What follows belongs to an exercise in optimizing a design on an open flow for small area, a short achievable clock period and few clock cycles per item; a production flow would make more cautious choices.
At most, simulation tests tie the RTL to the original design; equivalence was not proved.

## filter
module filter
	#(parameter DWIDTH = 16)
	(input clk,
		input rst,
		output req_in,
		input ack_in,
		input [0:DWIDTH-1] data_in,
		output req_out,
		input ack_out,
		output [0:DWIDTH-1] data_out);
	function [13:0] rom1;
		input [7:0] a;
		case (a)
			8'd0: rom1 = 14'h0;
			8'd1: rom1 = 14'h0;
			8'd2: rom1 = 14'h3fff;
			8'd3: rom1 = 14'h3ffd;
			8'd4: rom1 = 14'h3ffb;
			8'd5: rom1 = 14'h3ff8;
			8'd6: rom1 = 14'h3ff4;
			8'd7: rom1 = 14'h3ff0;
			8'd8: rom1 = 14'h3feb;
			8'd9: rom1 = 14'h3fe5;
			8'd10: rom1 = 14'h3fdf;
			8'd11: rom1 = 14'h3fd7;
			8'd12: rom1 = 14'h3fcf;
			8'd13: rom1 = 14'h3fc7;
			8'd14: rom1 = 14'h3fbd;
			8'd15: rom1 = 14'h3fb3;
			8'd16: rom1 = 14'h3fa8;
			8'd17: rom1 = 14'h3f9c;
			8'd18: rom1 = 14'h3f90;
			8'd19: rom1 = 14'h3f82;
			8'd20: rom1 = 14'h3f74;
			8'd21: rom1 = 14'h3f66;
			8'd22: rom1 = 14'h3f56;
			8'd23: rom1 = 14'h3f46;
			8'd24: rom1 = 14'h3f34;
			8'd25: rom1 = 14'h3f22;
			8'd26: rom1 = 14'h3f10;
			8'd27: rom1 = 14'h3efc;
			8'd28: rom1 = 14'h3ee8;
			8'd29: rom1 = 14'h3ed3;
			8'd30: rom1 = 14'h3ebd;
			8'd31: rom1 = 14'h3ea7;
			8'd32: rom1 = 14'h3e8f;
			8'd33: rom1 = 14'h3e77;
			8'd34: rom1 = 14'h3e5f;
			8'd35: rom1 = 14'h3e45;
			8'd36: rom1 = 14'h3e2b;
			8'd37: rom1 = 14'h3e10;
			8'd38: rom1 = 14'h3df4;
			8'd39: rom1 = 14'h3dd8;
			8'd40: rom1 = 14'h3dbb;
			8'd41: rom1 = 14'h3d9d;
			8'd42: rom1 = 14'h3d7f;
			8'd43: rom1 = 14'h3d60;
			8'd44: rom1 = 14'h3d40;
			8'd45: rom1 = 14'h3d20;
			8'd46: rom1 = 14'h3d00;
			8'd47: rom1 = 14'h3cde;
			8'd48: rom1 = 14'h3cbc;
			8'd49: rom1 = 14'h3c9a;
			8'd50: rom1 = 14'h3c77;
			8'd51: rom1 = 14'h3c53;
			8'd52: rom1 = 14'h3c30;
			8'd53: rom1 = 14'h3c0b;
			8'd54: rom1 = 14'h3be6;
			8'd55: rom1 = 14'h3bc1;
			8'd56: rom1 = 14'h3b9c;
			8'd57: rom1 = 14'h3b76;
			8'd58: rom1 = 14'h3b4f;
			8'd59: rom1 = 14'h3b29;
			8'd60: rom1 = 14'h3b02;
			8'd61: rom1 = 14'h3adb;
			8'd62: rom1 = 14'h3ab3;
			8'd63: rom1 = 14'h3a8c;
			8'd64: rom1 = 14'h3a64;
			8'd65: rom1 = 14'h3a3c;
			8'd66: rom1 = 14'h3a14;
			8'd67: rom1 = 14'h39ec;
			8'd68: rom1 = 14'h39c4;
			8'd69: rom1 = 14'h399c;
			8'd70: rom1 = 14'h3974;
			8'd71: rom1 = 14'h394c;
			8'd72: rom1 = 14'h3924;
  ...
==> flow/config.mk <==
export PLATFORM = sky130hd
export DESIGN_NAME = filter
export DESIGN_NICKNAME = filter
export VERILOG_FILES = /design/flow/design.v
export SDC_FILE = /design/flow/constraint.sdc
export NUM_CORES = 4
export LEC_CHECK = 0
export ABC_AREA = 1
export CAP_MARGIN = 20
export CORE_MARGIN = 2
export CORE_UTILIZATION = 40
export SLEW_MARGIN = 20
export SYNTH_HIERARCHICAL = 1
export SYNTH_MEMORY_MAX_BITS = 16384
export SYNTH_MINIMUM_KEEP_SIZE = 0
==> flow/constraint.sdc <==
create_clock -name core_clock -period 11.0 [get_ports {clk}]
set_input_delay 2.2000 -clock core_clock [delete_from_list [all_inputs] [get_ports {clk}]]
set_output_delay 2.2000 -clock core_clock [all_outputs]
set_load 0.01 [all_outputs]
standard.sh (not shown) runs the stock make flow with config.mk's settings and CLKGATE_MAP_FILE= SYNTH_SCRIPT=/design/flow/synth_recipe.tcl, a recipe that flattens the netlist after the stock synthesis.
==> flow/flow/run.sh <==
#!/bin/bash
# The standard layout (standard.sh: the standard flow's synthesis and ORFS flow with the
# settings of config.mk), with repair_timing asked for more setup slack than
# config.mk's SETUP_SLACK_MARGIN may ask for. The make output goes to
# standard_flow.log; ORFS's own logs stay under orfs/logs.
set -euo pipefail
MARGIN=$(cat flow/margin)
bash standard.sh SETUP_SLACK_MARGIN=$MARGIN finish > standard_flow.log 2>&1
==> flow/flow/margin <==
7.5
Rerun with:
--- a/flow/design.v
+++ b/flow/design.v
@@ -353,21 +353,21 @@
 				booth[3*k] = b[2*k+1] ^ b[2*k];
 				booth[3*k+1] = (b[2*k+2] & ~b[2*k+1] & ~b[2*k]) | (~b[2*k+2] & b[2*k+1] & b[2*k]);
 				booth[3*k+2] = b[2*k+2];
 			end
 		end
 	endfunction
 	reg ph;                  
 	reg vr, vt, vd;          
 	reg [7:0] l;             
 	reg pend;                
-	reg [7:0] a1_n, a2_x;    
+	reg [7:0] a_n;           
 	reg rst_r;               
 	reg [21-1:0] e1;
 	reg [24-1:0] e2;
 	reg [15:0] r0, r1, r2, r3;
 	reg [30:0] cs0;
 	reg [30:0] cs1;
 	reg [16:0] cs2;
 	reg [5:0] cs3;
 	reg [30:0] acc;
 	reg [15:0] din;          
@@ -380,23 +380,23 @@
 	assign req_in = rqi;
 	assign req_out = rqo;
 	assign data_out = q0;
 	wire take = ~rqi_n & ack_in;
 	wire go = ({1'b0, cnt} - popd + vd + vt <= 3'd2) & (~pend | dv | take);
 	wire shift = ~ph & vr & pend;
 	wire push = ph & vd;
 	wire pop = ~rqo_n & ack_out;
 	wire [7:0] l_next = (l < 8'd13) ? l + 8'd147 : l - 8'd13;
 	wire [7:0] a_next = ph ? l : 8'd160 - l;
-	wire [13:0] c1 = rom1(~a1_n);
+	wire [13:0] c1 = rom1(~a_n);
 	wire [23:0] e1n = booth({c1[13], c1[13], c1});
-	wire [23:0] e2n = booth(rom2(a2_x ^ 8'ha5));
+	wire [23:0] e2n = booth(rom2(~a_n));
 	wire [15:0] xa = r0;
 	wire [15:0] xb = r1;
 	wire [30:0] t0;
 	wire [30:0] t1;
 	wire [16:0] t2;
 	wire [5:0] t3;
 	wire [30:0] ag;
 	wire [30:0] bs, bc;
 	wire p0 = (e1[0] & xa[0]) ^ e1[2];
 	wire p1 = ((e1[0] & xa[1]) | (e1[1] & xa[0])) ^ e1[2];
@@ -1220,26 +1220,24 @@
 	wire rqi_next = ~rqi_n ? ~ack_in : (~ack_in & (~dv | shift));
 	wire [1:0] left = cnt - popd;    
 	wire rqo_next = ~rqo_n ? ~ack_out : (~ack_out & ((left != 2'd0) | push));
 	always @(posedge clk) begin
 		e1 <= e1n[21-1:0];
 		e2 <= e2n;
 		cs0 <= t0;
 		cs1 <= t1;
 		cs2 <= t2;
 		cs3 <= t3;
-		if (~ph)
-			acc <= sum;
+		acc <= sum;              
 		if (~rqi_n)
 			din <= data_in;
-		a1_n <= ~a_next;
-		a2_x <= a_next ^ 8'ha5;
+		a_n <= ~a_next;
 		rst_r <= rst;
 		if (rst_r) begin
 			r0 <= 16'd0;
 			r1 <= 16'd0;
 			r2 <= 16'd0;
 			r3 <= 16'd0;
 		end else if (ph) begin
 			if (vt) begin
 				r0 <= r3;
 				r1 <= r2;
@@ -1277,22 +1275,21 @@
 			if (cnt == 2'd2)
 				q2 <= y;
 		end
 		if (rst) begin
 			ph <= 1'b0;
 			vr <= 1'b1;
 			vt <= 1'b0;
 			vd <= 1'b0;
 			l <= 8'd0;
 			pend <= 1'b0;
-			a1_n <= 8'hff;
-			a2_x <= 8'ha5;
+			a_n <= 8'hff;
 			dv <= 1'b0;
 			rqi <= 1'b0;
 			rqi_n <= 1'b1;
 			rqo <= 1'b0;
 			rqo_n <= 1'b1;
 			q0 <= 16'd0;
 			cnt <= 2'd1;
 			popd <= 1'b0;
 		end else begin
 			ph <= ~ph;
After rerunning: Cell count came out lower by about 4.5%. Final area decreases by about 4.7%. Core utilization shrinks by 0.18 points. Register-to-register slack degrades by 0.04 ns. Setup slack is worse by 0.0032 ns.
Testbench counts after the change, summed over its fixed seeds: cycles 64,000, items 32,000.
Function not checked in the first run of this note: the RTL went through the layout flow alone.

## afterwards: timing with drivers on the ports
The flow's constraints put no driver on any port. The routed layouts listed below were extracted and timed again, unchanged, in two steps. Step 1: set_driving_cell puts a clkbuf_16 on clk and a buf_2 on each other input, an assumption about the parent block. Step 2, shift: input delay + t, output delay - t, t = (earliest + latest rising clock arrival at the registers) / 2. This alone moves slack from input paths to output paths. Three values: ideal ports, drivers, drivers and shift; two values: the first two.
| run | shift t [ns] | setup slack, ns | worst setup path at the end |
|---|---|---|---|
| the first run | 0.630 | 7.549 / 7.482 / 7.030 | input to register |
| the second run | 0.608 | 7.546 / 7.486 / 7.048 | input to register |
After both steps setup and hold are still met in every run listed. For the first run, which loses most, drivers alone change the setup slack by -0.067 ns; drivers and shift together by -0.519 ns.
